From an optimization exercise on the open Yosys and OpenROAD flow, aimed at small area, a short achievable clock period and few clock cycles per item; shortcuts taken in it are not production practice. The RTL was checked by simulation tests, not by an equivalence proof against the original design. Power figures rest on the tool's default switching activity, not on a simulated workload.

## axi4_lite_slave
module axi4_lite_slave #(
    parameter ADDRESS     = 32,
    parameter DATA_WIDTH  = 32,
    parameter REG_COUNT   = 32
) (
    input  wire                        ACLK,
    input  wire                        ARESETN,
    input  wire [ADDRESS-1:0]          S_ARADDR,
    input  wire                        S_ARVALID,
    output wire                        S_ARREADY,
    output reg  [DATA_WIDTH-1:0]       S_RDATA,
    output reg  [1:0]                  S_RRESP,
    output reg                         S_RVALID,
    input  wire                        S_RREADY,
    input  wire [ADDRESS-1:0]          S_AWADDR,
    input  wire                        S_AWVALID,
    output wire                        S_AWREADY,
    input  wire [DATA_WIDTH-1:0]       S_WDATA,
    input  wire [(DATA_WIDTH/8)-1:0]   S_WSTRB,
    input  wire                        S_WVALID,
    output wire                        S_WREADY,
    output reg  [1:0]                  S_BRESP,
    output reg                         S_BVALID,
    input  wire                        S_BREADY
);
Size in the first run: about 2,300 cells after synthesis, about 150 I/O pins.
==> module axi4_lite_slave, before the edit <==
module axi4_lite_slave #(
    parameter ADDRESS     = 32,
    parameter DATA_WIDTH  = 32,
    parameter REG_COUNT   = 32
) (
    input  wire                        ACLK,
    input  wire                        ARESETN,
    input  wire [ADDRESS-1:0]          S_ARADDR,
    input  wire                        S_ARVALID,
    output wire                        S_ARREADY,
    output reg  [DATA_WIDTH-1:0]       S_RDATA,
    output reg  [1:0]                  S_RRESP,
    output reg                         S_RVALID,
    input  wire                        S_RREADY,
    input  wire [ADDRESS-1:0]          S_AWADDR,
    input  wire                        S_AWVALID,
    output wire                        S_AWREADY,
    input  wire [DATA_WIDTH-1:0]       S_WDATA,
    input  wire [(DATA_WIDTH/8)-1:0]   S_WSTRB,
    input  wire                        S_WVALID,
    output wire                        S_WREADY,
    output reg  [1:0]                  S_BRESP,
    output reg                         S_BVALID,
    input  wire                        S_BREADY
);
    localparam [1:0] RESP_OKAY   = 2'b00;
    localparam [1:0] RESP_SLVERR = 2'b10;
    reg [31:0] regs [0:31];
    reg [31:0] written;
    reg        aw_v, aws_v;
    reg [3:0]  aw_lo;            
    reg [7:0]  aw_hi;            
    reg        aw_al;
    reg [4:0]  aws_idx;
    reg        aws_al;
    reg        b1_v, b1_err;
    reg        awready_r, wready_r;
    assign S_AWREADY = awready_r;
    assign S_WREADY  = wready_r;
    wire aw_hs = S_AWVALID && awready_r;
    wire w_hs  = S_WVALID && wready_r;
    wire b_pop = S_BVALID && S_BREADY;
    wire w_ok  = aw_al && (S_WSTRB != 4'b0000);
    wire aw_v_n  = aws_v || aw_hs || (aw_v && !w_hs);
    wire aws_v_n = !w_hs && (aws_v || (aw_hs && aw_v));
    wire b1_v_n  = S_BVALID && !b_pop && (b1_v || w_hs);
    always @(posedge ACLK or negedge ARESETN) begin
        if (!ARESETN) begin
            aw_v      <= 1'b0;
            aws_v     <= 1'b0;
            awready_r <= 1'b0;
            wready_r  <= 1'b0;
            b1_v      <= 1'b0;
            b1_err    <= 1'b0;
            S_BVALID  <= 1'b0;
            S_BRESP   <= RESP_OKAY;
        end else begin
            aw_v      <= aw_v_n;
            aws_v     <= aws_v_n;
            awready_r <= !aws_v_n;
            wready_r  <= aw_v_n && !b1_v_n;
            b1_v      <= b1_v_n;
            if (w_hs)
                b1_err <= !w_ok;
            if (!S_BVALID || b_pop) begin
                if (b1_v) begin
                    S_BVALID <= 1'b1;
                    S_BRESP  <= b1_err ? RESP_SLVERR : RESP_OKAY;
                end else begin
                    S_BVALID <= w_hs;
                    S_BRESP  <= w_ok ? RESP_OKAY : RESP_SLVERR;
                end
            end
        end
    end
    wire [4:0] aw_src_idx = aws_v ? aws_idx : S_AWADDR[6:2];
    wire       aw_src_al  = aws_v ? aws_al  : (S_AWADDR[1:0] == 2'b00);
    integer j;
    always @(posedge ACLK) begin
        if (w_hs || !aw_v) begin
            for (j = 0; j < 4; j = j + 1)
                aw_lo[j] <= (aw_src_idx[1:0] == j);
            for (j = 0; j < 8; j = j + 1)
                aw_hi[j] <= aw_src_al && (aw_src_idx[4:2] == j);
            aw_al <= aw_src_al;
        end
        if (awready_r) begin
            aws_idx <= S_AWADDR[6:2];
            aws_al  <= (S_AWADDR[1:0] == 2'b00);
        end
    end
    integer r, b;
    always @(posedge ACLK or negedge ARESETN) begin
        if (!ARESETN) begin
            written <= 32'd0;
        end else if (w_hs) begin
            for (r = 0; r < 32; r = r + 1)
                if (aw_lo[r % 4] && aw_hi[r / 4])
                    written[r] <= 1'b1;
        end
    end
    always @(posedge ACLK) begin
        for (r = 0; r < 32; r = r + 1)
            for (b = 0; b < 4; b = b + 1)
                if (w_hs && aw_lo[r % 4] && aw_hi[r / 4] && (S_WSTRB[b] || !written[r]))
                    regs[r][b*8 +: 8] <= S_WSTRB[b] ? S_WDATA[b*8 +: 8] : 8'd0;
    end
    reg        ar_v, ars_v, arready_r;
    reg [31:0] ar_sel;
    reg        ar_al;
    reg [4:0]  ars_idx;
    reg        ars_al;
    assign S_ARREADY = arready_r;
    wire ar_hs    = S_ARVALID && arready_r;
    wire r_commit = ar_v && (!S_RVALID || S_RREADY);
    wire ars_v_n  = !r_commit && (ars_v || (ar_hs && ar_v));
    always @(posedge ACLK or negedge ARESETN) begin
        if (!ARESETN) begin
            ar_v      <= 1'b0;
            ars_v     <= 1'b0;
            arready_r <= 1'b0;
            S_RVALID  <= 1'b0;
        end else begin
            ar_v      <= ars_v || ar_hs || (ar_v && !r_commit);
            ars_v     <= ars_v_n;
            arready_r <= !ars_v_n;
            S_RVALID  <= r_commit || (S_RVALID && !S_RREADY);
        end
    end
    wire [4:0] src_idx = ars_v ? ars_idx : S_ARADDR[6:2];
    wire       src_al  = ars_v ? ars_al  : (S_ARADDR[1:0] == 2'b00);
    integer k;
    always @(posedge ACLK) begin
        if (r_commit || !ar_v) begin
            for (k = 0; k < 32; k = k + 1)
                ar_sel[k] <= src_al && written[k] && (src_idx == k);
            ar_al <= src_al;
        end
        if (arready_r) begin
            ars_idx <= S_ARADDR[6:2];
            ars_al  <= (S_ARADDR[1:0] == 2'b00);
        end
    end
    reg [31:0] rd_or;
    integer q;
    always @* begin
        rd_or = 32'd0;
        for (q = 0; q < 32; q = q + 1)
            rd_or = rd_or | (regs[q] & {32{ar_sel[q]}});
    end
    always @(posedge ACLK) begin
        if (r_commit) begin
            S_RDATA <= rd_or;
            S_RRESP <= ar_al ? RESP_OKAY : RESP_SLVERR;
        end
    end
endmodule
make LEC_CHECK=0 CAP_MARGIN=20 CORE_MARGIN=2 CORE_UTILIZATION=40 CTS_CLUSTER_DIAMETER=80 CTS_CLUSTER_SIZE=25 SETUP_SLACK_MARGIN=2.8 SLEW_MARGIN=20 finish   # period 5.0 ns
run.sh (not shown) runs the stock make flow with config.mk's settings and CLKGATE_MAP_FILE= SYNTH_SCRIPT=/design/flow/synth_recipe.tcl, a recipe that flattens the netlist after the stock synthesis.
Testbench counts at the start, summed over its fixed seeds: cycles 2,416, items 4,800.
Change:
--- a/flow/design.v
+++ b/flow/design.v
@@ -106,8 +106,9 @@
                     regs[r][b*8 +: 8] <= S_WSTRB[b] ? S_WDATA[b*8 +: 8] : 8'd0;
     end
     reg        ar_v, ars_v, arready_r;
     reg [31:0] ar_sel;
+    reg [4:0]  ar_idx;
     reg        ar_al;
     reg [4:0]  ars_idx;
     reg        ars_al;
     assign S_ARREADY = arready_r;
@@ -128,15 +129,17 @@
         end
     end
     wire [4:0] src_idx = ars_v ? ars_idx : S_ARADDR[6:2];
     wire       src_al  = ars_v ? ars_al  : (S_ARADDR[1:0] == 2'b00);
+    wire       ar_ld    = r_commit || !ar_v;
+    wire [4:0] ar_idx_n = ar_ld ? src_idx : ar_idx;
+    wire       ar_al_n  = ar_ld ? src_al  : ar_al;
     integer k;
     always @(posedge ACLK) begin
-        if (r_commit || !ar_v) begin
-            for (k = 0; k < 32; k = k + 1)
-                ar_sel[k] <= src_al && written[k] && (src_idx == k);
-            ar_al <= src_al;
-        end
+        ar_idx <= ar_idx_n;
+        ar_al  <= ar_al_n;
+        for (k = 0; k < 32; k = k + 1)
+            ar_sel[k] <= ar_al_n && written[k] && (ar_idx_n == k);
         if (arready_r) begin
             ars_idx <= S_ARADDR[6:2];
             ars_al  <= (S_ARADDR[1:0] == 2'b00);
         end
What happened: Clock skew barely changes. Setup slack gets worse by 0.014 ns. Sequential share of layout area goes up by 3.7 points. Power goes down by about 13%. Die area goes up by 0.57%. Clock-buffer cell count goes down by 3. Cell area goes down by 5.5%. Routed wire length goes up by about 9%. Core utilization goes down by 3.2 points. Worst hold slack barely changes. Non-clock buffer count goes down by 37. Cell count goes up by about 0.5%.
Testbench counts after the change, summed over its fixed seeds: cycles 2,416, items 4,800.

[what the ideal ports hide]
How much do the figures lean on ideal ports? The routed layouts below were timed once more, with nothing changed but the port constraints.
Step 1 assumes that a clkbuf_16 drives the clock port and a buf_2 every other input.
Step 2 times the ports against the registers' clock, not the clock port: input delays grow and output delays shrink by t, the midpoint of the rising clock arrivals with the driver on.
Three values: no drivers, after step 1, after step 2; two values: the first two.
run	shift t [ns]	setup WS [ns]	hold slack, ns	worst slew at a driven data input, ns
the first run	0.746	2.765 / 2.692 / 2.059	0.434 / 0.382 / 0.513	0.05
the second run	0.734	2.750 / 2.680 / 2.142	0.433 / 0.383 / 0.496	0.05
After both steps setup and hold are still met in every run listed. The setup slack of the first run, which loses most, moves by -0.073 ns with the drivers and by -0.706 ns with both steps.
